This is an optimization exercise on Yosys and OpenROAD, whose aim is small area and a short achievable clock period, not a production implementation.
RTL that was checked went through simulation tests only; none was proved equivalent to the original.
Function not checked in runs 1 to 4, 6 and 7: the RTL went through the layout flow alone.
Power is estimated from default activity; no workload was simulated.

## flow/config.mk

```make
export PLATFORM = sky130hd
export DESIGN_NAME = CPU
export DESIGN_NICKNAME = CPU
export VERILOG_FILES = /design/flow/design.v
export SDC_FILE = /design/flow/constraint.sdc
export NUM_CORES = 4
export LEC_CHECK = 0
export CAP_MARGIN = 20
export CORE_MARGIN = 2
export CORE_UTILIZATION = 40
export SETUP_SLACK_MARGIN = 2.5
export SLEW_MARGIN = 20
```

## flow/constraint.sdc

```tcl
create_clock -name core_clock -period 6.0 [get_ports {clk}]
set_input_delay 1.2000 -clock core_clock [delete_from_list [all_inputs] [get_ports {clk}]]
set_output_delay 1.2000 -clock core_clock [all_outputs]
set_load 0.01 [all_outputs]
```

## flow/design.v

```verilog
module CPU (clk, input_8bit, output_8bit, cmd_addr, cmd_8bit, rst);
  input  wire       clk;
  input  wire       rst;
  input  wire [7:0] input_8bit;
  input  wire [7:0] cmd_8bit;
  output wire [7:0] output_8bit;
  output reg  [7:0] cmd_addr;
  reg [7:0] r0, r1, r2, r3, r4, r5;
  reg [7:0] f;
  reg       boot;
  wire [1:0] op = cmd_8bit[7:6];
  wire [2:0] s  = cmd_8bit[5:3];
  wire [2:0] d  = cmd_8bit[2:0];
  wire is_imm = (op == 2'b00);
  wire is_cal = (op == 2'b01);
  wire is_cpy = (op == 2'b10);
  wire is_cnd = (op == 2'b11);
  wire [7:0] bus = ({8{s == 3'd0}} & r0)
                 | ({8{s == 3'd1}} & r1)
                 | ({8{s == 3'd2}} & r2)
                 | ({8{s == 3'd3}} & r3)
                 | ({8{s == 3'd4}} & r4)
                 | ({8{s == 3'd5}} & r5)
                 | ({8{s == 3'd6}} & input_8bit);
  wire out_en = is_cpy & (d == 3'd6) & ~rst;
  assign output_8bit = {8{out_en}} & bus;
  wire [7:0] b   = r2 ^ {8{d[0]}};
  wire [7:0] sum = r1 + b + {7'd0, d[0]};
  wire [7:0] g   = r1 & r2;
  wire [7:0] o   = r1 | r2;
  wire [7:0] lg  = (d[0] ? g : o) ^ {8{d[0] ^ d[1]}};
  wire [7:0] alu = d[2] ? (d[1] ? 8'd0 : sum) : lg;
  wire z = (r3 == 8'd0);
  wire n = r3[7];
  wire t = d[2] ^ (d[0] & z | d[1] & n);
  wire jump = is_cnd & t;
  wire [7:0] r0_in = {8{~rst}} & (is_imm ? cmd_8bit : bus);
  wire [7:0] r3_in = {8{~rst}} & (is_cal ? alu : bus);
  wire [7:0] rx_in = {8{~rst}} & bus;
  wire we0 = rst | is_imm | (is_cpy & d == 3'd0);
  wire we1 = rst | (is_cpy & d == 3'd1);
  wire we2 = rst | (is_cpy & d == 3'd2);
  wire we3 = rst | is_cal | (is_cpy & d == 3'd3);
  wire we4 = rst | (is_cpy & d == 3'd4);
  wire we5 = rst | (is_cpy & d == 3'd5);
  always @(posedge clk) begin
    if (we0) r0 <= r0_in;
    if (we1) r1 <= rx_in;
    if (we2) r2 <= rx_in;
    if (we3) r3 <= r3_in;
    if (we4) r4 <= rx_in;
    if (we5) r5 <= rx_in;
  end
  always @(posedge clk) begin
    if (rst) begin
      cmd_addr <= 8'd0;
      f        <= 8'd0;
      boot     <= 1'b1;
    end else begin
      cmd_addr <= f;
      f        <= jump ? r0 : f + {7'd0, ~boot};
      boot     <= 1'b0;
    end
  end
endmodule
```

## flow/run.sh

```bash
#!/bin/bash
# synth_recipe.tcl (not shown) runs the flow's synth.tcl, then flattens the netlist and writes it again
# the make line also repeats each setting of config.mk as NAME=value (left out here)
make -C /OpenROAD-flow-scripts/flow DESIGN_CONFIG=/design/flow/config.mk WORK_HOME=/design/flow/orfs CLKGATE_MAP_FILE= SYNTH_SCRIPT=/design/flow/synth_recipe.tcl finish
```

==> results by group, run 1 <==
Timing
  • Slew @ Worst Pin: 494.2 ps
  • Final setup violation count: 0
  • RSZ-0062 raised after global routing: true
  • Max-slew violations: 0
  • Worst Clk Skew: 16.27 ps
  • Fin crit share: 58.97%
  • Fmax achieved: 282.6 MHz
  • Rel. slew slack: 66.93%
  • Min Tclk post-route: 3538 ps
  • Final hold vios: 0
  • Setup TNS: 0 ps

Floorplan
  • Io pins: 34
  • Core area: 9109 µm²
  • Die width: 100.0 µm
  • Initial core utilization: 40.51%
  • Area of the die: 10010 µm²
  • Die H: 100.0 µm
  • Standard-cell rows: 35

Worst hold path
  • Hold_sp: f[0]
  • Hold path depth: 1
  • Worst hold path type: flip-flop to flip-flop
  • Worst Hold End: cmd_addr[0]

Power and ir drop
  • Power Density: 256.8 nW/µm²
  • Leakage Power: 1.871 nW
  • VDD IR max: 179.7 µV
  • Total power: 1.228 mW

Clock tree
  • Hold-fix buffer count after cts: 0
  • Clock transition at path regs: 60 ps
  • Worst skew pair latency: 350 ps
  • Clk buf depth: 2
  • CTS tree: done
  • Total CTS buffers: 9
  • H-tree depth: 3
  • Clock sinks: 65
  • CTS root buf: clkbuf_8

Critical path
  • Worst R2R Setup Slack: 3490 ps
  • Worst path cell trace: buf_16 -> mux2_2 -> a22oi_2 -> o22ai_2 -> a31oi_2 -> nor2_2 -> buf_2
  • Slowest cell on crit path: mux2_2
  • Reg2reg end: r3[6]
  • Startpoint Class: input port
  • Worst r2r src: r2[0]
  • CP max FO: 7
  • Setup crit end kind: output pin
  • R2R cell count: 8
  • Slowest Stage Delay on Critical Path: 340 ps
  • Crit Path Class: input port to output pin
  • Crit path DAT: 2340 ps
  • Data required time of the worst path: 4800 ps

Place
  • GP Congestion: 0.9072
  • Placement Cell Area: 4136 µm²
  • I/O Buffers: 33
  • Post-DP HPWL: 7.009 mm

Routing
  • Vias: 2939
  • Vias per std cell: 5.808
  • DR WL/cell: 21.46 µm
  • DRC Markers: 0
  • Number of DRC markers in iteration 0: 294
  • Routed wire length: 10.86 mm
  • Drt pass-1 iters: 5
  • Final antenna-violating net count: 0

Synth
  • Area contributors post-synth: edfxtp_1 39%, dfxtp_1 9.2%, ha_1 4.1%
  • Primary FF master, synth: edfxtp_1
  • Largest family of logic cells by synthesized area: simple AND/OR/NAND/NOR gates
  • Adder-Cell Fraction of Synth Area: 6.782%
  • Synth area leader: edfxtp_1
  • Count of yosys warnings during synthesis: 1
  • Post-Synth Simple-Gate Area: 14.34%
  • Register bit total from synthesis: 65
  • Number of flops mapped to enable cells by yosys: 48
  • Mux contribution to synthesized area: 6.985%
  • Async SR Flop Fraction: 0%
  • Post-Synthesis Cells: 323
  • Unique cell type count in the Yosys netlist: 56
  • Compound-cell area share of the yosys netlist: 12.92%
  • Syn nets: 354
  • Synth top area share: 39.06%
  • Register area share after synthesis: 48.29%
  • Mapped Avg Cell Area: 11.42 µm²
  • Xor/xnor share of the synthesized area: 7.833%
  • Post-synthesis instance area: 3690 µm²

Global routing
  • First-pass GRT wire length: 16.30 mm
  • Vias in the first global route: 2884
  • Tot GR Track Use: 22.33%
  • Grt ovf: 0
  • Pin count of the biggest net entering global routing: 22
  • Initial antenna violation count: 0

Run status
  • Status: timing/DRC/antenna clean

Final layout
  • Commonest non-fill, non-tap cell in the layout: edfxtp_1
  • Antenna cells: 0
  • Area Growth Syn to Fin: 29.60%
  • Most frequent cells in the layout: 48 x edfxtp_1, 30 x buf_4, 25 x nor2_1, 17 x a21oi_1, 17 x dfxtp_1
  • Layout Nets: 421
  • Fillers: 814
  • Final Cell Area: 4782 µm²
  • Proportion of layout cells with a drive suffix above 1: 31.14%

Job
  • Maximum capacitance violations: 0
cells in the mapped netlist, types with 4 or more instances:
library cell / count
buf_1: 4
nor2_1: 29
nand3_1: 8
nor3_2: 6
o2bb2ai_1: 4
ha_1: 12
o21ai_0: 9
maj3_1: 8
mux2i_1: 10
a22oi_1: 6
mux2_2: 5
nand2_1: 12
a21oi_1: 17
a211oi_1: 7
nor2b_1: 10
xor2_1: 16
nand2b_1: 6
xnor2_1: 12
edfxtp_1: 48
mux4_2: 4
dfxtp_1: 17
nor3_1: 11
o22ai_1: 7
clkbuf_1: 6
a21o_1: 6
area by class of cell:
cell class                      count  area [µm²]  share of cell area [%]
Clock buffer                       10       127.6                   2.669
Clock inverter                      6       66.31                   1.387
Inverter                            4       22.52                  0.4710
Multi-Input combinational cell    237        1938                   40.53
Sequential cell                    65        1782                   37.26
Tap cell                          111       138.9                   2.904
Timing Repair Buffer               73       706.9                   14.78
cell families (layout without fill, tap and decap cells):
group           count (synthesis)  count (layout)
compound gates                 69              69
xor+xnor                       30              30
fa+ha+maj                      21              21
buf+inv                        21              93
flops                          65              65
mux                            20              20
simple gates                   97              97
flip-flops by register name, indices dropped and copies added (netlist names):
name / flops
boot: 1
cmd_addr: 8
f: 8
r0: 8
r1: 8
r2: 8
r3: 8
r4: 8
r5: 8
worst max path at each step:
stage                startpoint             end  slack (ps)  cells past startpoint
global placement    cmd_8bit[5]  output_8bit[7]        1070                      7
global route        cmd_8bit[5]  output_8bit[5]        2420                      8
CTS                 cmd_8bit[5]  output_8bit[6]        2470                      7
floorplan           cmd_8bit[5]  output_8bit[0]        2530                      6
detailed placement  cmd_8bit[5]  output_8bit[1]         990                      7
finish              cmd_8bit[5]  output_8bit[1]        2460                      7
report_power, final:
| group | leakage, nW | switching [mW] | internal, mW | total [mW] |
|---|---|---|---|---|
| clock | 0.0889 | 0.178 | 0.192 | 0.371 |
| combinational | 1.14 | 0.153 | 0.139 | 0.292 |
| sequential | 0.638 | 0.0372 | 0.528 | 0.566 |
| total | 1.87 | 0.368 | 0.860 | 1.23 |
layer usage:
metal,share of wire [%],vias up,track usage (%)
li1,-,1339,-
met1,40,1412,27.78
met2,47,144,36.28
met3,7.2,44,6.476
met4,5.2,0,9.800
met5,0,-,0
through the flow:
stage          utilization [%]  hold WS (ps)  worst slack (ps)  instances
2_1_floorplan                -         444.7              2532        323
3_3_place_gp             45.41         455.5              1067        459
3_5_place_dp             45.41         462.6             994.9        459
4_1_cts                  52.02         471.0              2474        503
5_1_grt                  52.50         480.3              2420        506
6_report                 52.50         469.5              2462        506
critical path, delay by kind of cell:
kind                   cells  cell delay, ps
multiplexers               1             340
AO/OA/AOI/OAI              3             500
AND/OR/NAND/NOR            1              50
buffers and inverters      2             250
timing repair:
item | in CTS | in global routing
buffers inserted | 24 | 3
pin swaps | 19 | 8
endpoints found under the setup margin | 8 | 8
gates resized for setup | 130 | 22
cloned | 4 | 0
==> inputs of run 2 (changes only) <==
==> flow/flow/run.sh (new file) <==
#!/bin/bash
# Own layout flow: the standard ORFS flow, with two changes:
#  - synthesis is the standard flow's synthesis script unchanged except for the abc script
#    (flow/abc.script, an area-oriented mapping); registers are mapped by the
#    same dfflibmap step before abc, so their names and cells are unchanged;
#  - port buffers are sky130_fd_sc_hd__buf_2 instead of buffer_ports' default.
# Every tool's output goes to a log file in the work folder (and ORFS's own
# per-step logs under orfs/logs).
set -euo pipefail
W=$(pwd)
sed 's#log_cmd abc {\*}\$abc_args#log_cmd abc -script '"$W"'/flow/abc.script {*}[lrange $abc_args 2 end]#' \
  "$FLOW_HOME/scripts/synth.tcl" > "$W/my_synth.tcl"
grep -q 'flow/abc.script' "$W/my_synth.tcl"
sed "s#source \$::env(SCRIPTS_DIR)/synth.tcl#source $W/my_synth.tcl#" "$W/synth_recipe.tcl" > "$W/my_synth_recipe.tcl"
grep -q 'my_synth.tcl' "$W/my_synth_recipe.tcl"
sed "s#SYNTH_SCRIPT=[^ ]*#SYNTH_SCRIPT=$W/my_synth_recipe.tcl#" "$W/standard.sh" > "$W/my_standard.sh"
grep -q 'my_synth_recipe.tcl' "$W/my_standard.sh"
bash "$W/my_standard.sh" "BUFFER_PORTS_ARGS=-buffer_cell sky130_fd_sc_hd__buf_2" finish > "$W/flow.log" 2>&1
==> flow/flow/abc.script (new file) <==
strash
&get -n
&dch
&nf -R 1000 -p
&put
==> flow/standard.sh (new file) <==
#!/bin/bash
# synth_recipe.tcl (not shown) runs the flow's synth.tcl, then flattens the netlist and writes it again
# the make line also repeats each setting of config.mk as NAME=value (left out here)
make -C /OpenROAD-flow-scripts/flow DESIGN_CONFIG=/design/flow/config.mk WORK_HOME=/design/flow/orfs CLKGATE_MAP_FILE= SYNTH_SCRIPT=/design/flow/synth_recipe.tcl "${@:-finish}"
removed: flow/run.sh
==> results by group, run 2 <==
Run status
  • Status: timing/DRC/antenna clean

Floorplan
  • Core area: 8093 µm² (-11%)
  • Area of the die: 8942 µm² (-11%)
  • Die H: 94.56 µm (-5.5%)
  • Initial core utilization: 40.54% (about the same)
  • Standard-cell rows: 33 (-5.7%)
  • Die width: 94.56 µm (-5.5%)
  • Io pins: 34 (unchanged)

Global routing
  • Tot GR Track Use: 22.27% (-0.061 points)
  • Pin count of the biggest net entering global routing: 42 (+91%)
  • M2 GR Usage: 35.65% (-0.62 points)
  • Initial antenna violation count: 0 (unchanged)
  • Grt ovf: 0 (unchanged)
  • M1 GR Usage: 29.25% (+1.5 points)
  • Grt peak-use layer: met2
  • Vias in the first global route: 2598 (-9.9%)
  • Met3 Track Usage GR: 5.507% (-0.97 points)
  • First-pass GRT wire length: 14.55 mm (-11%)

Critical path
  • Data required time of the worst path: 4800 ps (about the same)
  • Critical Path Start: cmd_8bit[3]
  • Worst r2r src: r2[4]
  • Crit Path Class: input port to output pin
  • Reg2reg end: r3[7]
  • Crit path DAT: 2550 ps (+210 ps)
  • Setup crit end kind: output pin
  • Worst R2R Setup Slack: 3590 ps (+100 ps)
  • R2R cell count: 10 (+2)
  • Startpoint Class: input port
  • CP max FO: 7 (unchanged)

Worst hold path
  • Worst hold path type: flip-flop to flip-flop
  • Hold path depth: 1 (unchanged)
  • Hold_sp: f[0]
  • Worst Hold End: cmd_addr[0]

Timing
  • Setup TNS: 0 ps (unchanged)
  • Fin crit share: 62.45% (+3.5 points)
  • Min Tclk post-route: 3747 ps (+209.1 ps)
  • Rel. slew slack: 49.34% (-18 points)
  • Final hold vios: 0 (unchanged)
  • Final setup violation count: 0 (unchanged)
  • Max-slew violations: 0 (unchanged)
  • Slew @ Worst Pin: 759.8 ps (+265.6 ps)
  • Worst Clk Skew: 6.210 ps (-10.06 ps)
  • Fmax achieved: 266.9 MHz (-5.6%)
  • RSZ-0062 raised after global routing: true

Routing
  • Final antenna-violating net count: 0 (unchanged)
  • Vias: 2716 (-7.6%)
  • DR WL/cell: 20.19 µm (-5.9%)
  • Number of DRC markers in iteration 0: 340 (+16%)
  • Routed wire length: 9.408 mm (-13%)
  • Drt pass-1 iters: 5 (unchanged)
  • DRC Markers: 0 (unchanged)
  • Vias per std cell: 5.828 (+0.34%)

Final layout
  • Layout Nets: 387 (-8.1%)
  • Register area: 1782 µm² (unchanged)
  • Proportion of layout cells with a drive suffix above 1: 23.27% (-7.9 points)
  • Antenna cells: 0 (unchanged)
  • Multi-input combinational cell area: 1622 µm² (-16%)
  • Most frequent cells in the layout: 48 x edfxtp_1, 34 x nor2_1, 29 x buf_2, 25 x nand2_1, 19 x buf_4
  • Commonest non-fill, non-tap cell in the layout: edfxtp_1
  • Area Growth Syn to Fin: 25.32%
  • Fillers: 756 (-7.1%)

Synth
  • Area contributors post-synth: edfxtp_1 44%, dfxtp_1 10%, ha_1 4.6%
  • Leading cell type by number of instances after synthesis: edfxtp_1
  • Synth area leader: edfxtp_1
  • Async SR Flop Fraction: 0% (unchanged)
  • Unique cell type count in the Yosys netlist: 36 (-36%)
  • Number of flops mapped to enable cells by yosys: 48 (unchanged)
  • Post-Synthesis Cells: 294 (-9.0%)
  • Primary FF master, synth: edfxtp_1
  • Synth top area share: 43.94% (+4.9 points)
  • Count of yosys warnings during synthesis: 1 (unchanged)
  • Syn nets: 325 (-8.2%)
  • Register area share after synthesis: 54.31% (+6.0 points)
  • Mapped Avg Cell Area: 11.16 µm² (-2.3%)
  • Post-synthesis instance area: 3281 µm² (-11%)
  • Register bit total from synthesis: 65 (unchanged)
  • Post-synth top cells: 48 x edfxtp_1, 37 x nor2_1, 25 x nand2_1

Place
  • I/O Buffers: 33 (unchanged)
  • GP Congestion: 0.8758 (-3.5%)
  • Post-DP HPWL: 6.410 mm (-8.6%)

Power and ir drop
  • VDD IR max: 144.1 µV (-20%)
  • Leakage Power: 1.574 nW (-16%)
  • Total power: 1.186 mW (-3.4%)
  • Power Density: 288.5 nW/µm² (+12%)

Clock tree
  • Clock sinks: 65 (unchanged)
  • Worst skew pair latency: 340 ps (about the same)
  • Clk buf depth: 2 (unchanged)
  • Hold-fix buffer count after cts: 0 (unchanged)
  • H-tree depth: 3 (unchanged)
  • CTS root buf: clkbuf_8
  • CTS tree: done
  • Total CTS buffers: 9 (unchanged)
  • Clock transition at path regs: 70 ps (about the same)

Job
  • Maximum capacitance violations: 0 (unchanged)
-- run 2: cell types whose count changed after synthesis, moves of 8 or more --
cell	delta
a222oi_1	+8
mux2i_1	-8
nand2_1	+13
nor2_1	+8
nor3_1	-8
-- run 2: critical path: stages --
cell and delay (ps):
buf_12 110, nor3b_4 180, a222oi_1 320, nand3_1 190, a221oi_4 290, nor2_1 90, buf_2 150
-- run 2: logic make-up after synthesis --
logic type / Yosys count / synth area share [%]
flops: 65 / 54.31
fa+ha+maj: 20 / 7.323
compound gates: 70 / 14.87
simple gates: 106 / 15.22
mux: 2 / 0.6102
xor+xnor: 27 / 7.208
buf+inv: 4 / 0.4575
-- run 2: worst max-delay path by stage --
stage / cells past startpoint / to / slack, ps
after detailed placement: 8 / output_8bit[5] / 1660
final: 7 / output_8bit[3] / 2250
after floorplan: 4 / output_8bit[2] / 2500
after CTS: 7 / output_8bit[3] / 2270
after global routing: 8 / output_8bit[4] / 2180
after global placement: 8 / output_8bit[5] / 1670
-- run 2: metrics by stage --
step                      hold slack (ps)  cell area (µm²)  util [%]  setup WS (ps)  std cells
after floorplan                     444.7             3281         -           2502        294
after global placement              450.1             3600     44.48           1667        435
after detailed placement            466.4             3600     44.48           1662        435
after CTS                           477.0             4069     50.28           2274        461
after global routing                490.8             4111     50.80           2182        466
final                               470.7             4111     50.80           2253        466
-- run 2: routing by layer --
metal	vias up	wire length [µm]
li1	1254	-
met1	1291	3988
met2	141	4339
met3	30	795
met4	0	284
met5	-	0
-- run 2: power breakdown --
group | switching [mW] | total (mW) | internal (mW)
combinational | 0.121 | 0.215 | 0.0943
clock | 0.180 | 0.414 | 0.234
sequential | 0.0292 | 0.557 | 0.528
-- run 2: final cells by class --
type / instances / share of cell area [%]
Clock buffer: 9 / 3.013
Clock inverter: 7 / 2.282
Inverter: 4 / 0.4869
Multi-Input combinational cell: 225 / 39.44
Sequential cell: 65 / 43.34
Tap cell: 105 / 3.195
Timing Repair Buffer: 51 / 8.247
-- run 2: timing repair --
item | in CTS | in global routing
resized for setup | 39 | 1
cloned | 0 | 0
pin swaps | 19 | 10
buffers inserted | 10 | 5
endpoints found under the setup margin | 8 | 8
==> inputs of run 3 (changes only) <==
--- a/flow/flow/run.sh
+++ b/flow/flow/run.sh
@@ -3,7 +3,7 @@
 #  - synthesis is the standard flow's synthesis script unchanged except for the abc script
 #    (flow/abc.script, an area-oriented mapping); registers are mapped by the
 #    same dfflibmap step before abc, so their names and cells are unchanged;
-#  - port buffers are sky130_fd_sc_hd__buf_2 instead of buffer_ports' default.
+#  - port buffers are sky130_fd_sc_hd__buf_1 instead of buffer_ports' default.
 # Every tool's output goes to a log file in the work folder (and ORFS's own
 # per-step logs under orfs/logs).
 set -euo pipefail
--- a/flow/config.mk
+++ b/flow/config.mk
@@ -8,5 +8,6 @@
 export CAP_MARGIN = 20
 export CORE_MARGIN = 2
 export CORE_UTILIZATION = 40
+export CTS_BUF_LIST = sky130_fd_sc_hd__clkbuf_4
 export SETUP_SLACK_MARGIN = 2.5
 export SLEW_MARGIN = 20
==> results by group, run 3 <==
Run status
  • Status: timing/DRC/antenna clean

Worst hold path
  • Worst hold path type: flip-flop to flip-flop
  • Hold path depth: 1 (unchanged)
  • Hold_sp: f[0]
  • Worst Hold End: cmd_addr[0]

Routing
  • DR WL/cell: 20.41 µm (+1.1%)
  • Final antenna-violating net count: 0 (unchanged)
  • Vias per std cell: 5.835 (+0.12%)
  • DRC Markers: 0 (unchanged)
  • Vias: 2760 (+1.6%)
  • Drt pass-1 iters: 6 (+1)
  • Number of DRC markers in iteration 0: 253 (-26%)
  • Routed wire length: 9.656 mm (+2.6%)

Place
  • Post-DP HPWL: 6.410 mm (unchanged)
  • GP Congestion: 0.8758 (unchanged)
  • Placed cell count: 435 (unchanged)
  • Pre-CTS setup slack: 1662 ps (unchanged)
  • I/O Buffers: 33 (unchanged)

Clock tree
  • CTS root buf: clkbuf_4
  • Hold-fix buffer count after cts: 0 (unchanged)
  • CTS tree: done
  • Clock sinks: 65 (unchanged)
  • H-tree depth: 3 (unchanged)
  • Total CTS buffers: 9 (unchanged)
  • Clk buf depth: 2 (unchanged)
  • Worst skew pair latency: 410 ps (+70 ps)
  • Clock transition at path regs: 110 ps (+40 ps)

Global routing
  • Tot GR Track Use: 22.30% (+0.030 points)
  • Initial antenna violation count: 0 (unchanged)
  • Vias in the first global route: 2615 (+0.65%)
  • Pin count of the biggest net entering global routing: 42 (unchanged)
  • Grt ovf: 0 (unchanged)
  • First-pass GRT wire length: 14.43 mm (-0.76%)

Final layout
  • Util after Layout: 51.27% (+0.46 points)
  • Commonest non-fill, non-tap cell in the layout: edfxtp_1
  • Cell Count, Final, Fillers Out: 473 (+1.5%)
  • Antenna cells: 0 (unchanged)
  • Most frequent cells in the layout: 48 x edfxtp_1, 32 x nor2_1, 27 x buf_4, 27 x buf_2, 24 x nand2_1
  • Layout Nets: 394 (+1.8%)
  • Proportion of layout cells with a drive suffix above 1: 25.82% (+2.5 points)
  • Area Growth Syn to Fin: 26.47%

Timing
  • RSZ-0062 raised after global routing: true
  • Fmax achieved: 264.4 MHz (-0.93%)
  • Fin crit share: 63.04% (+0.59 points)
  • Min Tclk post-route: 3782 ps (+35.34 ps)
  • Max-slew violations: 0 (unchanged)
  • Final hold vios: 0 (unchanged)
  • Slew @ Worst Pin: 618.8 ps (-141.0 ps)
  • Final Worst Setup Slack: 2218 ps (-35.34 ps)
  • Rel. slew slack: 58.75% (+9.4 points)
  • Worst Clk Skew: 11.27 ps (+5.063 ps)
  • Setup TNS: 0 ps (unchanged)
  • Final setup violation count: 0 (unchanged)

Synth
  • Number of flops mapped to enable cells by yosys: 48 (unchanged)
  • Unique cell type count in the Yosys netlist: 36 (unchanged)
  • Synth top area share: 43.94% (unchanged)
  • Synth area leader: edfxtp_1
  • Mapped Avg Cell Area: 11.16 µm² (unchanged)
  • Register area share after synthesis: 54.31% (unchanged)
  • Post-Synthesis Cells: 294 (unchanged)
  • Post-synth top cells: 48 x edfxtp_1, 37 x nor2_1, 25 x nand2_1
  • Async SR Flop Fraction: 0% (unchanged)
  • Syn nets: 325 (unchanged)
  • Register bit total from synthesis: 65 (unchanged)
  • Primary FF master, synth: edfxtp_1
  • Count of yosys warnings during synthesis: 1 (unchanged)
  • Leading cell type by number of instances after synthesis: edfxtp_1
  • Post-synthesis instance area: 3281 µm² (unchanged)
  • Area contributors post-synth: edfxtp_1 44%, dfxtp_1 10%, ha_1 4.6%

Critical path
  • Reg2reg end: r3[7]
  • CP max FO: 8 (+1)
  • R2R cell count: 10 (unchanged)
  • Startpoint Class: input port
  • Worst r2r src: r2[4]
  • Setup crit end kind: output pin
  • Crit path DAT: 2580 ps (+30 ps)
  • Data required time of the worst path: 4800 ps (about the same)
  • Worst R2R Setup Slack: 3580 ps (about the same)
  • Crit Path Class: input port to output pin

Floorplan
  • Die H: 94.56 µm (unchanged)
  • Die width: 94.56 µm (unchanged)
  • Core area: 8093 µm² (unchanged)
  • Standard-cell rows: 33 (unchanged)
  • Initial core utilization: 40.54% (unchanged)
  • Io pins: 34 (unchanged)
  • Area of the die: 8942 µm² (unchanged)

Job
  • Maximum capacitance violations: 0 (unchanged)

Power and ir drop
  • VDD IR max: 137.9 µV (-4.3%)
  • Power Density: 269.7 nW/µm² (-6.5%)
  • Total power: 1.119 mW (-5.7%)
  • Leakage Power: 1.586 nW (+0.74%)
run 3: changes by cell type in the layout (fill, tap and decap cells not counted), moves of 2 or more:
cell / before / now
nor2_1: 34 / 32
buf_2: 29 / 27
clkbuf_4: 0 / 9
and3b_2: 2 / 0
buf_4: 19 / 27
and3b_4: 0 / 2
clkbuf_8: 9 / 0
run 3: worst max path at each step:
stage                     cells after the start   startpoint        endpoint  slack (ps)
after CTS                                     7  cmd_8bit[3]  output_8bit[3]        2270
after global placement                        8  cmd_8bit[3]  output_8bit[5]        1670
after detailed placement                      8  cmd_8bit[3]  output_8bit[5]        1660
final                                         7  cmd_8bit[3]  output_8bit[3]        2220
after global routing                          8  cmd_8bit[3]  output_8bit[4]        2190
after floorplan                               4  cmd_8bit[3]  output_8bit[2]        2500
run 3: critical path, stage by stage:
cell and delay (ps):
buf_12 110, nor3b_4 190, a222oi_1 330, nand3_1 210, a221oi_4 300, nor2_1 90, buf_2 150
run 3: area by class of cell:
| cell class | instances | area (µm²) |
|---|---|---|
| Inverter | 4 | 20.02 |
| Fill cell | 745 | 3944 |
| Sequential cell | 65 | 1782 |
| Tap cell | 105 | 131.4 |
| Timing Repair Buffer | 58 | 409.1 |
| Clock inverter | 7 | 93.84 |
| Multi-Input combinational cell | 225 | 1645 |
| Clock buffer | 9 | 67.56 |
run 3: report_power, final:
group,internal [mW],switching (mW)
sequential,0.527,0.0299
clock,0.169,0.169
combinational,0.0996,0.124
run 3: metrics by stage:
stage	hold WS (ps)	area [µm²]
CTS	483.3	4018
floorplan	444.7	3281
global placement	450.1	3600
detailed placement	466.4	3600
global route	496.9	4149
finish	476.7	4149
run 3: repair_timing:
action	4_1_cts	5_1_grt
resized for setup	41	10
setup buffers	10	12
endpoints found under the hold margin	0	0
pin swaps	21	15
endpoints found under the setup margin	8	8
run 3: kinds of logic (layout without fill, tap and decap cells):
| kind of cell | Yosys count | in the layout | synth area share, % |
|---|---|---|---|
| xor+xnor | 27 | 27 | 7.208 |
| simple gates | 106 | 106 | 15.22 |
| fa+ha+maj | 20 | 20 | 7.323 |
| mux | 2 | 2 | 0.6102 |
| buf+inv | 4 | 78 | 0.4575 |
| compound gates | 70 | 70 | 14.87 |
| flops | 65 | 65 | 54.31 |
run 3: layer usage:
metal	vias to the layer above	GRT usage, %	routed length (µm)
li1	1267	-	-
met1	1301	28.88	4073
met2	157	34.40	4328
met3	35	5.427	799
met4	0	12.20	454
met5	-	0	0
==> inputs of run 4 (changes only) <==
--- a/flow/flow/run.sh
+++ b/flow/flow/run.sh
@@ -3,7 +3,7 @@
 #  - synthesis is the standard flow's synthesis script unchanged except for the abc script
 #    (flow/abc.script, an area-oriented mapping); registers are mapped by the
 #    same dfflibmap step before abc, so their names and cells are unchanged;
-#  - port buffers are sky130_fd_sc_hd__buf_1 instead of buffer_ports' default.
+#  - port buffers are sky130_fd_sc_hd__buf_2 instead of buffer_ports' default.
 # Every tool's output goes to a log file in the work folder (and ORFS's own
 # per-step logs under orfs/logs).
 set -euo pipefail
--- a/flow/config.mk
+++ b/flow/config.mk
@@ -7,7 +7,6 @@
 export LEC_CHECK = 0
 export CAP_MARGIN = 20
 export CORE_MARGIN = 2
-export CORE_UTILIZATION = 40
-export CTS_BUF_LIST = sky130_fd_sc_hd__clkbuf_4
-export SETUP_SLACK_MARGIN = 2.5
+export CORE_UTILIZATION = 65
+export SETUP_SLACK_MARGIN = 2.3
 export SLEW_MARGIN = 20
==> results by group, run 4 <==
Floorplan
  • Core area: 4786 µm² (-41%)
  • Io pins: 34 (unchanged)
  • Die H: 75.05 µm (-21%)
  • Initial core utilization: 68.55% (+28 points)
  • Die width: 75.05 µm (-21%)
  • Standard-cell rows: 25 (-24%)
  • Area of the die: 5632 µm² (-37%)

Timing
  • Final setup violation count: 0 (unchanged)
  • Worst Clk Skew: 16.52 ps (+5.244 ps)
  • RSZ-0062 raised after global routing: true
  • Rel. slew slack: 50.03% (-8.7 points)
  • Final hold vios: 0 (unchanged)
  • Setup TNS: 0 ps (unchanged)
  • Worst hold margin: 472.1 ps (-4.610 ps)
  • Slew @ Worst Pin: 749.5 ps (+130.7 ps)
  • Fin crit share: 64.11% (+1.1 points)
  • Final Worst Setup Slack: 2154 ps (-64.10 ps)
  • Max-slew violations: 0 (unchanged)
  • Fmax achieved: 260.0 MHz (-1.7%)
  • Min Tclk post-route: 3847 ps (+64.10 ps)

Final layout
  • Area Growth Syn to Fin: 20.75%
  • Proportion of layout cells with a drive suffix above 1: 20.34% (-5.5 points)
  • Most frequent cells in the layout: 48 x edfxtp_1, 36 x nor2_1, 29 x buf_2, 25 x nand2_1, 17 x dfxtp_1
  • Antenna cells: 0 (unchanged)
  • Commonest non-fill, non-tap cell in the layout: edfxtp_1
  • Util after Layout: 82.77% (+32 points)
  • Layout Nets: 380 (-3.6%)

Synth
  • Register area share after synthesis: 54.31% (unchanged)
  • Register bit total from synthesis: 65 (unchanged)
  • Count of yosys warnings during synthesis: 1 (unchanged)
  • Unique cell type count in the Yosys netlist: 36 (unchanged)
  • Async SR Flop Fraction: 0% (unchanged)
  • Syn nets: 325 (unchanged)
  • Leading cell type by number of instances after synthesis: edfxtp_1
  • Primary FF master, synth: edfxtp_1
  • Number of flops mapped to enable cells by yosys: 48 (unchanged)
  • Area contributors post-synth: edfxtp_1 44%, dfxtp_1 10%, ha_1 4.6%
  • Post-Synthesis Cells: 294 (unchanged)
  • Synth area leader: edfxtp_1
  • Synth top area share: 43.94% (unchanged)
  • Post-synthesis instance area: 3281 µm² (unchanged)
  • Post-synth top cells: 48 x edfxtp_1, 37 x nor2_1, 25 x nand2_1
  • Mapped Avg Cell Area: 11.16 µm² (unchanged)

Global routing
  • Vias in the first global route: 2559 (-2.1%)
  • Initial antenna violation count: 0 (unchanged)
  • Tot GR Track Use: 33.04% (+11 points)
  • First-pass GRT wire length: 13.29 mm (-7.9%)
  • Pin count of the biggest net entering global routing: 42 (unchanged)
  • Grt ovf: 0 (unchanged)

Run status
  • Status: timing/DRC/antenna clean

Power and ir drop
  • Int Pwr: 799.1 µW (+0.39%)
  • Switch Pwr: 313.7 µW (-2.9%)
  • VDD IR max: 213.4 µV (+55%)
  • Gate power share: 18.4% (-1.6 points)
  • Leakage Power: 1.525 nW (-3.9%)
  • Clk pwr share: 31.5% (+1.3 points)
  • Power Density: 280.9 nW/µm² (+4.2%)
  • Net Sw Frac: 28.19% (-0.67 points)
  • Register share of total power: 50.1% (+0.3 points)

Clock tree
  • Worst skew pair latency: 340 ps (-70 ps)
  • H-tree depth: 3 (unchanged)
  • Total CTS buffers: 9 (unchanged)
  • Clk buf depth: 2 (unchanged)
  • CTS tree: done
  • CTS root buf: clkbuf_8
  • Clock sinks: 65 (unchanged)
  • Clock transition at path regs: 80 ps (-30 ps)

Routing
  • Number of DRC markers in iteration 0: 438 (+73%)
  • Drt pass-1 iters: 8 (+2)
  • Vias per std cell: 6.515 (+12%)
  • DR WL/cell: 20.42 µm (about the same)
  • Routed wire length: 8.598 mm (-11%)
  • DRC Markers: 0 (unchanged)
  • Vias: 2743 (-0.62%)
  • Final antenna-violating net count: 0 (unchanged)

Critical path
  • Crit path DAT: 2650 ps (+70 ps)
  • WP buf/inv: 2 (unchanged)
  • Slowest Stage Delay on Critical Path: 450 ps (+120 ps)
  • Setup crit end kind: output pin
  • Reg2reg end: r3[7]
  • Worst r2r src: r2[4]
  • Top delay family on crit path: compound AO/OA/AOI/OAI gates
  • R2R cell count: 10 (unchanged)
  • CP max FO: 8 (unchanged)
  • Slowest cell on crit path: a222oi_1
  • Worst R2R Setup Slack: 3600 ps (+20 ps)
  • Crit Path Class: input port to output pin
  • Data required time of the worst path: 4800 ps (about the same)
  • Worst path cell trace: buf_12 -> nor3b_4 -> a222oi_1 -> nand3_1 -> a221oi_4 -> nor2_1 -> buf_2
  • Startpoint Class: input port

Worst hold path
  • Hold path depth: 1 (unchanged)
  • Worst hold path type: flip-flop to flip-flop
  • Worst Hold End: cmd_addr[0]
  • Hold_sp: f[0]

Place
  • I/O Buffers: 33 (unchanged)
  • Pre-CTS setup slack: 1877 ps (+214.5 ps)
  • Post-DP HPWL: 5.693 mm (-11%)
  • GP Congestion: 0.8855 (+1.1%)

Job
  • Maximum capacitance violations: 0 (unchanged)
[run 4: cell count changes in the layout (fill, tap and decap cells not counted), moves of 4 or more]
cell      previous run  this run
buf_4               27        12
clkbuf_8             0        10
clkbuf_4             9         0
nor2_1              32        36
[run 4: worst max path at each step]
| stage | endpoint | from | depth (start not counted) | slack (ps) |
|---|---|---|---|---|
| detailed placement | output_8bit[3] | cmd_8bit[3] | 7 | 1880 |
| finish | output_8bit[4] | cmd_8bit[3] | 7 | 2150 |
| CTS | output_8bit[7] | cmd_8bit[3] | 7 | 2310 |
| global placement | output_8bit[0] | cmd_8bit[3] | 7 | 1790 |
| floorplan | output_8bit[2] | cmd_8bit[3] | 4 | 2500 |
| global route | output_8bit[4] | cmd_8bit[3] | 7 | 2120 |
[run 4: metrics by stage]
step,total power [mW],instances,area [µm²]
global placement,0.7295,394,3530
finish,1.113,421,3961
global route,1.149,421,3961
floorplan,0.6747,294,3281
detailed placement,0.7342,394,3530
CTS,1.093,415,3896
[run 4: power groups by stage]
| stage | registers (mW) | clock network, mW | logic [mW] |
|---|---|---|---|
| after floorplan | 0.554 | 0 | 0.121 |
| after global placement | 0.561 | 0 | 0.168 |
| after detailed placement | 0.562 | 0 | 0.172 |
| after CTS | 0.555 | 0.347 | 0.191 |
| after global routing | 0.561 | 0.364 | 0.224 |
| final | 0.557 | 0.351 | 0.205 |
[run 4: cells by family (layout without fill, tap and decap cells)]
kind of cell / Yosys count / in the layout / share of synthesized area [%]
and+or+nand+nor: 106 / 106 / 15.22
buffers and inverters: 4 / 64 / 0.4575
adders and majority gates: 20 / 20 / 7.323
AOI/OAI and AO/OA: 70 / 70 / 14.87
xor gates and xnor gates: 27 / 27 / 7.208
DFF: 65 / 65 / 54.31
muxes: 2 / 2 / 0.6102
[run 4: timing repair]
item / in CTS / in global routing
setup buffers: 5 / 6
hold endpoints to repair: 0 / 0
pin swaps: 0 / 12
setup endpoints to repair: 8 / 7
gates resized for setup: 27 / 5
hold buffers: 0 / 0
[run 4: worst reg2reg max path, cell delays in order, from the launching register on]
cell and delay, ps:
edfxtp_1 470, xor2_1 210, ha_1 350, a21oi_1 210
nor2_1 70, a211oi_1 190, o21ai_0 150, xnor2_1 180
o21ai_0 90, o21ai_0 110, o22ai_1 100
[run 4: per-layer routing]
layer  vias to the layer above  wire (µm)  track usage, %
met3                        31        989           7.631
met4                         0        241           13.69
met1                      1264       3334           44.35
met2                       208       4033           52.05
li1                       1240          -               -
met5                         -          0               0
[run 4: cell type report]
cell class,instances,area (µm²)
multi-input combinational,225,1618
tap,67,83.83
clock buffer,13,170.2
inverter,4,16.27
timing repair buffer,44,277.8
fill,277,824.5
clock inverter,3,13.76
sequential,65,1782
==> inputs of run 5 (changes only) <==
--- a/flow/design.v
+++ b/flow/design.v
@@ -15,13 +15,9 @@
   wire is_cal = (op == 2'b01);
   wire is_cpy = (op == 2'b10);
   wire is_cnd = (op == 2'b11);
-  wire [7:0] bus = ({8{s == 3'd0}} & r0)
-                 | ({8{s == 3'd1}} & r1)
-                 | ({8{s == 3'd2}} & r2)
-                 | ({8{s == 3'd3}} & r3)
-                 | ({8{s == 3'd4}} & r4)
-                 | ({8{s == 3'd5}} & r5)
-                 | ({8{s == 3'd6}} & input_8bit);
+  wire [7:0] m0  = s[1] ? (s[0] ? r3 : r2) : (s[0] ? r1 : r0);
+  wire [7:0] m1  = s[1] ? (s[0] ? 8'd0 : input_8bit) : (s[0] ? r5 : r4);
+  wire [7:0] bus = s[2] ? m1 : m0;
   wire out_en = is_cpy & (d == 3'd6) & ~rst;
   assign output_8bit = {8{out_en}} & bus;
   wire [7:0] b   = r2 ^ {8{d[0]}};
--- a/flow/config.mk
+++ b/flow/config.mk
@@ -7,6 +7,6 @@
 export LEC_CHECK = 0
 export CAP_MARGIN = 20
 export CORE_MARGIN = 2
-export CORE_UTILIZATION = 65
-export SETUP_SLACK_MARGIN = 2.3
+export CORE_UTILIZATION = 40
+export SETUP_SLACK_MARGIN = 2.5
 export SLEW_MARGIN = 20
==> results by group, run 5 <==
Run status
  • Status: timing/DRC/antenna clean

Synth
  • Syn nets: 321 (-1.2%)
  • Post-synthesis instance area: 3397 µm² (+3.5%)
  • Synth top area share: 42.43% (-1.5 points)
  • Register bit total from synthesis: 65 (unchanged)
  • Mapped Avg Cell Area: 11.71 µm² (+5.0%)
  • Area contributors post-synth: edfxtp_1 42%, dfxtp_1 10%, mux4_2 5.3%
  • Post-synth top cells: 48 x edfxtp_1, 44 x nor2_1, 19 x a211oi_1
  • Leading cell type by number of instances after synthesis: edfxtp_1
  • Number of flops mapped to enable cells by yosys: 48 (unchanged)
  • Count of yosys warnings during synthesis: 1 (unchanged)
  • Register area share after synthesis: 52.45% (-1.9 points)
  • Synth area leader: edfxtp_1
  • Primary FF master, synth: edfxtp_1
  • Async SR Flop Fraction: 0% (unchanged)
  • Post-Synthesis Cells: 290 (-1.4%)
  • Unique cell type count in the Yosys netlist: 31 (-14%)

Place
  • Placement Cell Area: 3701 µm² (+4.9%)
  • I/O Buffers: 33 (unchanged)
  • Placed cell count: 429 (+8.9%)
  • GP Congestion: 0.8882 (+0.30%)
  • Pre-CTS setup slack: 1813 ps (-63.67 ps)
  • Post-DP HPWL: 5.893 mm (+3.5%)

Final layout
  • Util after Layout: 51.32% (-31 points)
  • Register area: 1782 µm² (unchanged)
  • Commonest non-fill, non-tap cell in the layout: edfxtp_1
  • Final Cell Area: 4217 µm² (+6.4%)
  • Fillers: 736 (+170%)
  • Proportion of layout cells with a drive suffix above 1: 25.28% (+4.9 points)
  • Antenna cells: 0 (unchanged)
  • Multi-input combinational cell area: 1693 µm² (+4.6%)
  • Most frequent cells in the layout: 48 x edfxtp_1, 42 x nor2_1, 30 x buf_2, 19 x a211oi_1
  • Area Growth Syn to Fin: 24.13%
  • Layout Nets: 382 (+0.53%)
  • Cell Count, Final, Fillers Out: 461 (+9.5%)

Global routing
  • Pin count of the biggest net entering global routing: 49 (+17%)
  • First-pass GRT wire length: 12.77 mm (-3.9%)
  • Vias in the first global route: 2363 (-7.7%)
  • Tot GR Track Use: 19.10% (-14 points)
  • Initial antenna violation count: 0 (unchanged)
  • Grt ovf: 0 (unchanged)

Critical path
  • Critical Path Start: cmd_8bit[3]
  • Setup crit end kind: output pin
  • R2R cell count: 10 (unchanged)
  • Worst r2r src: r2[2]
  • Crit Path Class: input port to output pin
  • Worst setup endpoint: output_8bit[4]
  • Worst R2R Setup Slack: 3170 ps (-430 ps)
  • Crit path DAT: 2270 ps (-380 ps)
  • Reg2reg end: r3[7]
  • CP max FO: 8 (unchanged)
  • Startpoint Class: input port
  • Data required time of the worst path: 4800 ps (about the same)

Routing
  • Drt pass-1 iters: 4 (-4)
  • DR WL/cell: 18.14 µm (-11%)
  • Vias per std cell: 5.544 (-15%)
  • Vias: 2556 (-6.8%)
  • Routed wire length: 8.364 mm (-2.7%)
  • Final antenna-violating net count: 0 (unchanged)
  • DRC Markers: 0 (unchanged)
  • Number of DRC markers in iteration 0: 222 (-49%)

Power and ir drop
  • VDD IR max: 152.2 µV (-29%)
  • Leakage Power: 1.641 nW (+7.6%)
  • Power Density: 281.3 nW/µm² (+0.13%)
  • Total power: 1.186 mW (+6.6%)

Clock tree
  • Clk buf depth: 2 (unchanged)
  • Clock sinks: 65 (unchanged)
  • Total CTS buffers: 9 (unchanged)
  • CTS tree: done
  • Worst skew pair latency: 350 ps (about the same)
  • H-tree depth: 3 (unchanged)
  • CTS root buf: clkbuf_8
  • Hold-fix buffer count after cts: 0 (unchanged)
  • Clock transition at path regs: 70 ps (about the same)

Timing
  • Max-slew violations: 0 (unchanged)
  • Min Tclk post-route: 3474 ps (-373.0 ps)
  • Final setup violation count: 0 (unchanged)
  • RSZ-0062 raised after global routing: true
  • Fin crit share: 57.89% (-6.2 points)
  • Final hold vios: 0 (unchanged)
  • Fmax achieved: 287.9 MHz (+11%)
  • Rel. slew slack: 55.49% (+5.5 points)
  • Slew @ Worst Pin: 667.6 ps (-81.93 ps)
  • Worst Clk Skew: 9.585 ps (-6.932 ps)
  • Final Worst Setup Slack: 2526 ps (+373.0 ps)
  • Setup TNS: 0 ps (unchanged)
  • Worst hold margin: 469.0 ps (-3.080 ps)

Floorplan
  • Io pins: 34 (unchanged)
  • Core area: 8217 µm² (+72%)
  • Die width: 96.16 µm (+28%)
  • Initial core utilization: 41.34% (-27 points)
  • Standard-cell rows: 33 (+32%)
  • Die H: 96.16 µm (+28%)
  • Area of the die: 9246 µm² (+64%)

Job
  • Maximum capacitance violations: 0 (unchanged)

Worst hold path
  • Worst hold path type: flip-flop to flip-flop
  • Hold path depth: 1 (unchanged)
## run 5: cell types whose count changed after synthesis, sizes merged, moves of 3 or more
| cell | change |
|---|---|
| a211oi | +7 |
| a222oi | -8 |
| o211ai | +8 |
| mux4 | +8 |
| a221oi | -5 |
| o21ai | -3 |
| o2bb2ai | -3 |
| nor3b | -3 |
| mux2i | +8 |
| nand3 | -6 |
| nand2 | -9 |
| nor2 | +7 |
## run 5: worst min-delay path by stage
stage,startpoint,endpoint,slack (ps)
6_report,f[0],cmd_addr[0],470
5_1_grt,f[0],cmd_addr[0],490
4_1_cts,f[0],cmd_addr[0],470
3_5_place_dp,f[0],cmd_addr[0],460
3_3_place_gp,f[0],cmd_addr[0],450
2_1_floorplan,f[0],cmd_addr[0],440
## run 5: what timing repair did
item | in CTS | in global routing
resized for setup | 35 | 9
endpoints found under the hold margin | 0 | 0
gates cloned | 0 | 1
setup buffers | 3 | 12
setup endpoints to repair | 10 | 9
pin swaps | 2 | 5
## run 5: report_power, final
| part | leakage (nW) | internal (mW) | switching [mW] |
|---|---|---|---|
| logic | 0.889 | 0.104 | 0.125 |
| clock network | 0.118 | 0.238 | 0.165 |
| registers | 0.635 | 0.528 | 0.0250 |
## run 5: critical path, cell delays in order
cell       delay, ps
clkbuf_16        140
mux4_2           540
o21ai_4          190
nor2_1            60
buf_2            130
## run 5: kinds of logic (layout without fill, tap and decap cells)
family	count (synthesis)	in the layout	synth area share, %
compound gates	66	66	12.78
fa+ha+maj	20	20	7.072
xor+xnor	29	29	7.477
flops	65	65	52.45
mux	18	18	8.250
simple gates	88	88	11.53
buf+inv	4	70	0.4419
## run 5: final cells by class
cell class	instances	share of cell area [%]
sequential	65	42.26
tap	105	3.116
inverter	4	0.5341
clock inverter	4	1.098
clock buffer	12	4.184
timing repair buffer	50	8.665
multi-input combinational	221	40.15
## run 5: per-layer routing
| layer | wire (µm) | vias up | track usage (%) |
|---|---|---|---|
| li1 | - | 1226 | - |
| met1 | 3869 | 1235 | 25.94 |
| met2 | 3852 | 81 | 29.11 |
| met3 | 473 | 14 | 4.620 |
| met4 | 168 | 0 | 8.095 |
| met5 | 0 | - | 0 |
==> inputs of run 6 (changes only) <==
--- a/flow/design.v
+++ b/flow/design.v
@@ -20,8 +20,9 @@
   wire [7:0] bus = s[2] ? m1 : m0;
   wire out_en = is_cpy & (d == 3'd6) & ~rst;
   assign output_8bit = {8{out_en}} & bus;
-  wire [7:0] b   = r2 ^ {8{d[0]}};
-  wire [7:0] sum = r1 + b + {7'd0, d[0]};
+  wire [7:0] sa  = r1 + r2;
+  wire [7:0] ss  = r1 - r2;
+  wire [7:0] sum = d[0] ? ss : sa;
   wire [7:0] g   = r1 & r2;
   wire [7:0] o   = r1 | r2;
   wire [7:0] lg  = (d[0] ? g : o) ^ {8{d[0] ^ d[1]}};
==> results by group, run 6 <==
Run status
  • Status: timing/DRC/antenna clean

Synth
  • Register bit total from synthesis: 65 (unchanged)
  • Post-synth top cells: 48 x edfxtp_1, 46 x nor2_1, 20 x nand2_1
  • Area contributors post-synth: edfxtp_1 41%, dfxtp_1 9.8%, ha_1 5.7%
  • Unique cell type count in the Yosys netlist: 32 (+3.2%)
  • Async SR Flop Fraction: 0% (unchanged)
  • Post-synthesis instance area: 3486 µm² (+2.6%)
  • Synth top area share: 41.35% (-1.1 points)
  • Count of yosys warnings during synthesis: 1 (unchanged)
  • Number of flops mapped to enable cells by yosys: 48 (unchanged)
  • Register area share after synthesis: 51.11% (-1.3 points)
  • Leading cell type by number of instances after synthesis: edfxtp_1
  • Syn nets: 343 (+6.9%)
  • Post-Synthesis Cells: 308 (+6.2%)
  • Primary FF master, synth: edfxtp_1
  • Mapped Avg Cell Area: 11.32 µm² (-3.4%)
  • Synth area leader: edfxtp_1

Final layout
  • Most frequent cells in the layout: 48 x edfxtp_1, 43 x nor2_1, 28 x buf_2, 20 x nand2_1, 19 x xnor2_1
  • Antenna cells: 0 (unchanged)
  • Proportion of layout cells with a drive suffix above 1: 21.74% (-3.5 points)
  • Commonest non-fill, non-tap cell in the layout: edfxtp_1
  • Util after Layout: 49.37% (-1.9 points)
  • Fillers: 790 (+7.3%)
  • Layout Nets: 398 (+4.2%)
  • Area Growth Syn to Fin: 21.72%

Critical path
  • R2R cell count: 16 (+6)
  • Startpoint Class: input port
  • Top delay family on crit path: multiplexers
  • Data required time of the worst path: 4800 ps (about the same)
  • Crit path DAT: 2270 ps (about the same)
  • Crit Path Class: input port to output pin
  • Setup crit end kind: output pin
  • Slowest Stage Delay on Critical Path: 540 ps (about the same)
  • Slowest cell on crit path: mux4_2
  • CP Depth: 5 (unchanged)
  • Worst path cell trace: buf_12 -> mux4_2 -> o21ai_4 -> nor2_1 -> buf_2
  • CP max FO: 18 (+10)
  • WP buf/inv: 2 (unchanged)

Clock tree
  • H-tree depth: 3 (unchanged)
  • Clock transition at path regs: 70 ps (about the same)
  • Worst skew pair latency: 340 ps (about the same)
  • Clk buf depth: 2 (unchanged)
  • CTS root buf: clkbuf_8
  • Total CTS buffers: 9 (unchanged)
  • Clock sinks: 65 (unchanged)
  • CTS tree: done

Routing
  • Routed wire length: 8.791 mm (+5.1%)
  • DR WL/cell: 18.47 µm (+1.8%)
  • Vias: 2671 (+4.5%)
  • Vias per std cell: 5.611 (+1.2%)
  • Drt pass-1 iters: 5 (+1)
  • DRC Markers: 0 (unchanged)
  • Number of DRC markers in iteration 0: 263 (+18%)
  • Final antenna-violating net count: 0 (unchanged)

Timing
  • Min Tclk post-route: 3472 ps (-1.900 ps)
  • Worst Clk Skew: 4.284 ps (-5.301 ps)
  • Worst hold margin: 467.8 ps (-1.222 ps)
  • Fmax achieved: 288.0 MHz (about the same)
  • Setup TNS: 0 ps (unchanged)
  • Final setup violation count: 0 (unchanged)
  • Max-slew violations: 0 (unchanged)
  • Rel. slew slack: 57.49% (+2.0 points)
  • Fin crit share: 57.86% (about the same)
  • Slew @ Worst Pin: 637.7 ps (-29.95 ps)
  • RSZ-0062 raised after global routing: false
  • Final hold vios: 0 (unchanged)

Power and ir drop
  • VDD IR max: 112.2 µV (-26%)
  • Power Density: 269.2 nW/µm² (-4.3%)
  • Leakage Power: 1.624 nW (-1.0%)

Floorplan
  • Initial core utilization: 40.56% (-0.78 points)
  • Area of the die: 9477 µm² (+2.5%)
  • Die H: 97.35 µm (+1.2%)
  • Core area: 8593 µm² (+4.6%)
  • Die width: 97.35 µm (+1.2%)
  • Standard-cell rows: 34 (+3.0%)
  • Io pins: 34 (unchanged)

Place
  • Post-DP HPWL: 6.160 mm (+4.5%)
  • I/O Buffers: 33 (unchanged)
  • GP Congestion: 0.8593 (-3.3%)

Global routing
  • Initial antenna violation count: 0 (unchanged)
  • Grt ovf: 0 (unchanged)
  • Tot GR Track Use: 19.20% (+0.10 points)
  • First-pass GRT wire length: 13.99 mm (+9.6%)
  • Vias in the first global route: 2554 (+8.1%)
  • Pin count of the biggest net entering global routing: 44 (-10%)

Worst hold path
  • Worst hold path type: flip-flop to flip-flop
  • Hold path depth: 1 (unchanged)

Job
  • Maximum capacitance violations: 0 (unchanged)
## run 6: cell families after synthesis
group / share of synthesized area [%]
buffers and inverters: 0.9691
adders and majority gates: 8.040
DFF: 51.11
xor gates and xnor gates: 6.784
AOI/OAI and AO/OA: 13.35
muxes: 8.040
and+or+nand+nor: 11.70
## run 6: stage by stage
step	std cells	cell area, µm²	total power, mW	setup slack (ps)
detailed placement	449	3786	0.7686	1910
global route	476	4243	1.196	2487
global placement	449	3786	0.7651	1868
floorplan	308	3486	0.7004	2710
CTS	469	4135	1.136	2495
finish	476	4243	1.142	2528
## run 6: worst paths after layout
check | startpoint | endpoint | slack (ps)
min | f[0] | cmd_addr[0] | 470
max reg2reg | r2[0] | r3[7] | 2970
min reg2reg | f[0] | cmd_addr[0] | 470
max | cmd_8bit[4] | output_8bit[1] | 2530
## run 6: layer usage
| metal | up-vias | wire [µm] | track usage (%) |
|---|---|---|---|
| met4 | 0 | 153 | 6.303 |
| met3 | 20 | 720 | 4.676 |
| met5 | - | 0 | 0 |
| li1 | 1265 | - | - |
| met1 | 1277 | 3882 | 26.79 |
| met2 | 109 | 4034 | 29.59 |
## run 6: what timing repair did
action                     4_1_cts  5_1_grt
pin swaps                        2        3
setup buffers                    4        6
cloned                           0        1
hold buffers                     0        0
setup endpoints to repair        9        8
gates resized for setup         39        7
## run 6: report_power, final
part | internal (mW) | leakage, nW | switching, mW
combinational | 0.107 | 0.894 | 0.132
sequential | 0.528 | 0.635 | 0.0267
clock | 0.186 | 0.0956 | 0.163
total | 0.821 | 1.62 | 0.321
## run 6: area by class of cell
class	instances	area, µm²	area share [%]
Multi-Input combinational cell	234	1789	42.17
Sequential cell	65	1782	41.99
Timing Repair Buffer	44	314.1	7.402
Clock buffer	14	173.9	4.099
Tap cell	108	135.1	3.185
Inverter	9	38.79	0.9142
Clock inverter	2	10.01	0.2359
==> inputs of run 7 (changes only) <==
--- a/flow/design.v
+++ b/flow/design.v
@@ -15,14 +15,22 @@
   wire is_cal = (op == 2'b01);
   wire is_cpy = (op == 2'b10);
   wire is_cnd = (op == 2'b11);
-  wire [7:0] m0  = s[1] ? (s[0] ? r3 : r2) : (s[0] ? r1 : r0);
-  wire [7:0] m1  = s[1] ? (s[0] ? 8'd0 : input_8bit) : (s[0] ? r5 : r4);
-  wire [7:0] bus = s[2] ? m1 : m0;
+  wire [7:0] sel;
+  genvar k;
+  generate
+    for (k = 0; k < 8; k = k + 1) begin : dec
+      assign sel[k] = (s == k);
+    end
+  endgenerate
+  wire [7:0] x01 = ({8{sel[0]}} & r0) | ({8{sel[1]}} & r1);
+  wire [7:0] x23 = ({8{sel[2]}} & r2) | ({8{sel[3]}} & r3);
+  wire [7:0] x45 = ({8{sel[4]}} & r4) | ({8{sel[5]}} & r5);
+  wire [7:0] x6  = ({8{sel[6]}} & input_8bit);
+  wire [7:0] bus = x01 | x23 | x45 | x6;
   wire out_en = is_cpy & (d == 3'd6) & ~rst;
   assign output_8bit = {8{out_en}} & bus;
-  wire [7:0] sa  = r1 + r2;
-  wire [7:0] ss  = r1 - r2;
-  wire [7:0] sum = d[0] ? ss : sa;
+  wire [7:0] b   = r2 ^ {8{d[0]}};
+  wire [7:0] sum = r1 + b + {7'd0, d[0]};
   wire [7:0] g   = r1 & r2;
   wire [7:0] o   = r1 | r2;
   wire [7:0] lg  = (d[0] ? g : o) ^ {8{d[0] ^ d[1]}};
==> results by group, run 7 <==
Synth
  • Register area share after synthesis: 53.96% (+2.8 points)
  • Syn nets: 323 (-5.8%)
  • Unique cell type count in the Yosys netlist: 32 (unchanged)
  • Primary FF master, synth: edfxtp_1
  • Compound-cell area share of the yosys netlist: 15.95% (+2.6 points)
  • Post-synth top cells: 48 x edfxtp_1, 41 x nor2_1, 20 x a211oi_1
  • Post-Synthesis Cells: 292 (-5.2%)
  • Async SR Flop Fraction: 0% (unchanged)
  • Leading cell type by number of instances after synthesis: edfxtp_1
  • Xor/xnor share of the synthesized area: 7.427% (+0.64 points)
  • Mapped Avg Cell Area: 11.31 µm² (about the same)
  • Count of yosys warnings during synthesis: 1 (unchanged)
  • Synth top area share: 43.65% (+2.3 points)
  • Adder-Cell Fraction of Synth Area: 7.275% (-0.76 points)
  • Largest family of logic cells by synthesized area: compound AO/OA/AOI/OAI gates
  • Area contributors post-synth: edfxtp_1 44%, dfxtp_1 10%, nor2_1 4.7%
  • Register bit total from synthesis: 65 (unchanged)
  • Post-Synth Simple-Gate Area: 14.32% (+2.6 points)
  • Post-synthesis instance area: 3302 µm² (-5.3%)
  • Synth area leader: edfxtp_1
  • Number of flops mapped to enable cells by yosys: 48 (unchanged)
  • Mux contribution to synthesized area: 0.6063% (-7.4 points)

Power and ir drop
  • Leakage Power: 1.581 nW (-2.6%)
  • VDD IR max: 143.8 µV (+28%)
  • Power Density: 273.6 nW/µm² (+1.6%)

Critical path
  • R2R cell count: 10 (-6)
  • Worst R2R Setup Slack: 3610 ps (+640 ps)
  • Slowest Stage Delay on Critical Path: 420 ps (-120 ps)
  • Worst r2r src: r2[4]
  • Slowest cell on crit path: a222oi_1
  • Startpoint Class: input port
  • Setup crit end kind: output pin
  • Data required time of the worst path: 4800 ps (about the same)
  • Crit path DAT: 2470 ps (+200 ps)
  • Crit Path Class: input port to output pin
  • Reg2reg end: r3[7]
  • Most frequent cell on the critical path: buf_12
  • CP max FO: 8 (-10)
  • Worst path cell trace: buf_12 -> nor3b_4 -> buf_12 -> a222oi_1 -> and3_4 -> nor2_2 -> buf_2

Clock tree
  • CTS tree: done
  • Hold-fix buffer count after cts: 0 (unchanged)
  • H-tree depth: 3 (unchanged)
  • Clock sinks: 65 (unchanged)
  • Total CTS buffers: 9 (unchanged)
  • Clock transition at path regs: 80 ps (about the same)
  • Clk buf depth: 2 (unchanged)
  • CTS root buf: clkbuf_8
  • Worst skew pair latency: 350 ps (about the same)

Timing
  • Final hold vios: 0 (unchanged)
  • Rel. slew slack: 56.53% (-0.96 points)
  • RSZ-0062 raised after global routing: true
  • Fin crit share: 61.18% (+3.3 points)
  • Worst Clk Skew: 9.542 ps (+5.259 ps)
  • Max-slew violations: 0 (unchanged)
  • Slew @ Worst Pin: 652.0 ps (+14.33 ps)
  • Fmax achieved: 272.4 MHz (-5.4%)
  • Setup TNS: 0 ps (unchanged)
  • Min Tclk post-route: 3671 ps (+199.2 ps)
  • Final setup violation count: 0 (unchanged)

Global routing
  • Vias in the first global route: 2615 (+2.4%)
  • Initial antenna violation count: 0 (unchanged)
  • First-pass GRT wire length: 13.87 mm (-0.84%)
  • Tot GR Track Use: 20.93% (+1.7 points)
  • Grt ovf: 0 (unchanged)
  • Pin count of the biggest net entering global routing: 49 (+11%)

Floorplan
  • Die width: 94.86 µm (-2.6%)
  • Initial core utilization: 40.80% (+0.24 points)
  • Io pins: 34 (unchanged)
  • Die H: 94.86 µm (-2.6%)
  • Area of the die: 8997 µm² (-5.1%)
  • Core area: 8093 µm² (-5.8%)
  • Standard-cell rows: 33 (-2.9%)

Worst hold path
  • Worst Hold End: cmd_addr[0]
  • Hold path depth: 1 (unchanged)
  • Worst hold path type: flip-flop to flip-flop
  • Hold_sp: f[0]

Final layout
  • Util after Layout: 51.53% (+2.2 points)
  • Most frequent cells in the layout: 48 x edfxtp_1, 36 x nor2_1, 27 x buf_2, 20 x a211oi_1
  • Layout Nets: 384 (-3.5%)
  • Antenna cells: 0 (unchanged)
  • Commonest non-fill, non-tap cell in the layout: edfxtp_1
  • Proportion of layout cells with a drive suffix above 1: 25.42% (+3.7 points)
  • Area Growth Syn to Fin: 26.30%

Run status
  • Status: timing/DRC/antenna clean

Routing
  • Final antenna-violating net count: 0 (unchanged)
  • Routed wire length: 8.749 mm (-0.48%)
  • Vias: 2646 (-0.94%)
  • Vias per std cell: 5.715 (+1.8%)
  • DR WL/cell: 18.90 µm (+2.3%)
  • Number of DRC markers in iteration 0: 325 (+24%)
  • Drt pass-1 iters: 6 (+1)
  • DRC Markers: 0 (unchanged)

Place
  • Post-DP HPWL: 6.044 mm (-1.9%)
  • I/O Buffers: 33 (unchanged)
  • GP Congestion: 0.8693 (+1.2%)

Job
  • Maximum capacitance violations: 0 (unchanged)
## run 7: cell count changes in the layout (fill, tap and decap cells not counted), moves of 5 or more
cell | before | now
a211oi_1 | 13 | 20
a222oi_1 | 0 | 8
a22oi_1 | 0 | 10
a22oi_2 | 0 | 5
and3_4 | 0 | 6
clkinv_1 | 8 | 3
mux2i_1 | 10 | 2
mux4_2 | 8 | 0
nand2_1 | 20 | 15
nand3_1 | 6 | 11
nor2_1 | 43 | 36
o211ai_1 | 8 | 0
o21ai_4 | 8 | 0
## run 7: cell families (layout without fill, tap and decap cells)
family	after synthesis	after routing
buffers and inverters	4	70
AND/OR/NAND/NOR	99	99
XOR/XNOR	28	28
multiplexers	2	2
flip-flops	65	65
adder cells (fa/ha/maj)	20	20
AO/OA/AOI/OAI	74	74
## run 7: layout make-up
| type | count | area [µm²] |
|---|---|---|
| clock buffer | 11 | 173.9 |
| sequential | 65 | 1782 |
| tap | 105 | 131.4 |
| fill | 727 | 3923 |
| clock inverter | 5 | 33.78 |
| multi-input combinational | 223 | 1637 |
| timing repair buffer | 50 | 392.9 |
| inverter | 4 | 20.02 |
## run 7: worst max-delay path by stage
stage                     depth (start not counted)             end  slack [ps]   startpoint
after CTS                                         6  output_8bit[6]        2350  cmd_8bit[4]
after global routing                              7  output_8bit[2]        2310  cmd_8bit[3]
after detailed placement                          6  output_8bit[2]        1890  cmd_8bit[4]
final                                             7  output_8bit[2]        2330  cmd_8bit[3]
after global placement                            6  output_8bit[2]        1910  cmd_8bit[4]
after floorplan                                   4  output_8bit[0]        2530  cmd_8bit[4]
## run 7: report_power, final
part / internal, mW / switching, mW
logic: 0.0967 / 0.117
clock network: 0.200 / 0.173
registers: 0.527 / 0.0269
## run 7: routing by layer
| metal | global-route usage (%) | up-vias | wire length (µm) |
|---|---|---|---|
| met1 | 28.03 | 1269 | 3989 |
| met3 | 4.230 | 23 | 484 |
| met2 | 33.22 | 101 | 4060 |
| li1 | - | 1253 | - |
| met4 | 8.454 | 0 | 215 |
| met5 | 0 | - | 0 |
## run 7: worst max-delay path, delay by kind of cell
family	cells	cell delay [ps]
AND/OR/NAND/NOR	3	470
AO/OA/AOI/OAI	1	420
buffers and inverters	3	380
## run 7: stage by stage
| step | cell area [µm²] | setup WS, ps | cells | power, mW | hold slack, ps |
|---|---|---|---|---|---|
| 4_1_cts | 4131 | 2351 | 461 | 1.141 | 472.7 |
| 5_1_grt | 4170 | 2314 | 463 | 1.195 | 497.0 |
| 2_1_floorplan | 3317 | 2526 | 292 | 0.6796 | 444.7 |
| 6_report | 4170 | 2329 | 463 | 1.141 | 468.7 |
| 3_5_place_dp | 3613 | 1894 | 430 | 0.7408 | 461.7 |
| 3_3_place_gp | 3613 | 1914 | 430 | 0.7379 | 453.6 |
## run 7: repair_timing
action,CTS,global route
cloned,0,0
buffers inserted,15,2
pin swaps,20,6
gates resized for setup,45,3
endpoints found under the setup margin,8,8

[separate check: timing with driven ports]
In the flow no input, the clock included, has a driving cell. The finished layouts below were timed again as built, in two steps. Step 1 sets driving cells, clkbuf_16 on the clock port and buf_2 on the other inputs (assumed; they add their load-dependent delay and slew). Step 2 moves the port delays by t, midway between the first and last clock arrival at a register: inputs arrive t later, outputs are due t later. That takes back most of the time a late clock gives input paths. Slacks: ideal ports / drivers / drivers and shift; pairs: ideal ports / drivers.
run	t, ns	setup WS [ns]	latest minus earliest clock arrival (ns)	worst slew at a driven data input, ns
run 1	0.375	2.462 / 2.287 / 2.287	0.016 / 0.016	0.18
run 2	0.369	2.253 / 2.207 / 2.207	0.006 / 0.007	0.06
run 3	0.431	2.218 / 2.165 / 2.165	0.012 / 0.012	0.07
run 4	0.359	2.153 / 2.102 / 2.102	0.017 / 0.016	0.07
run 5	0.373	2.526 / 2.358 / 2.264	0.009 / 0.009	0.16
run 6	0.369	2.528 / 2.376 / 2.376	0.004 / 0.005	0.17
run 7	0.373	2.329 / 2.278 / 2.278	0.010 / 0.010	0.07
After both steps every run listed still meets setup and hold. For run 5, which loses most, drivers alone change the setup slack by -0.168 ns; drivers and shift together by -0.262 ns.
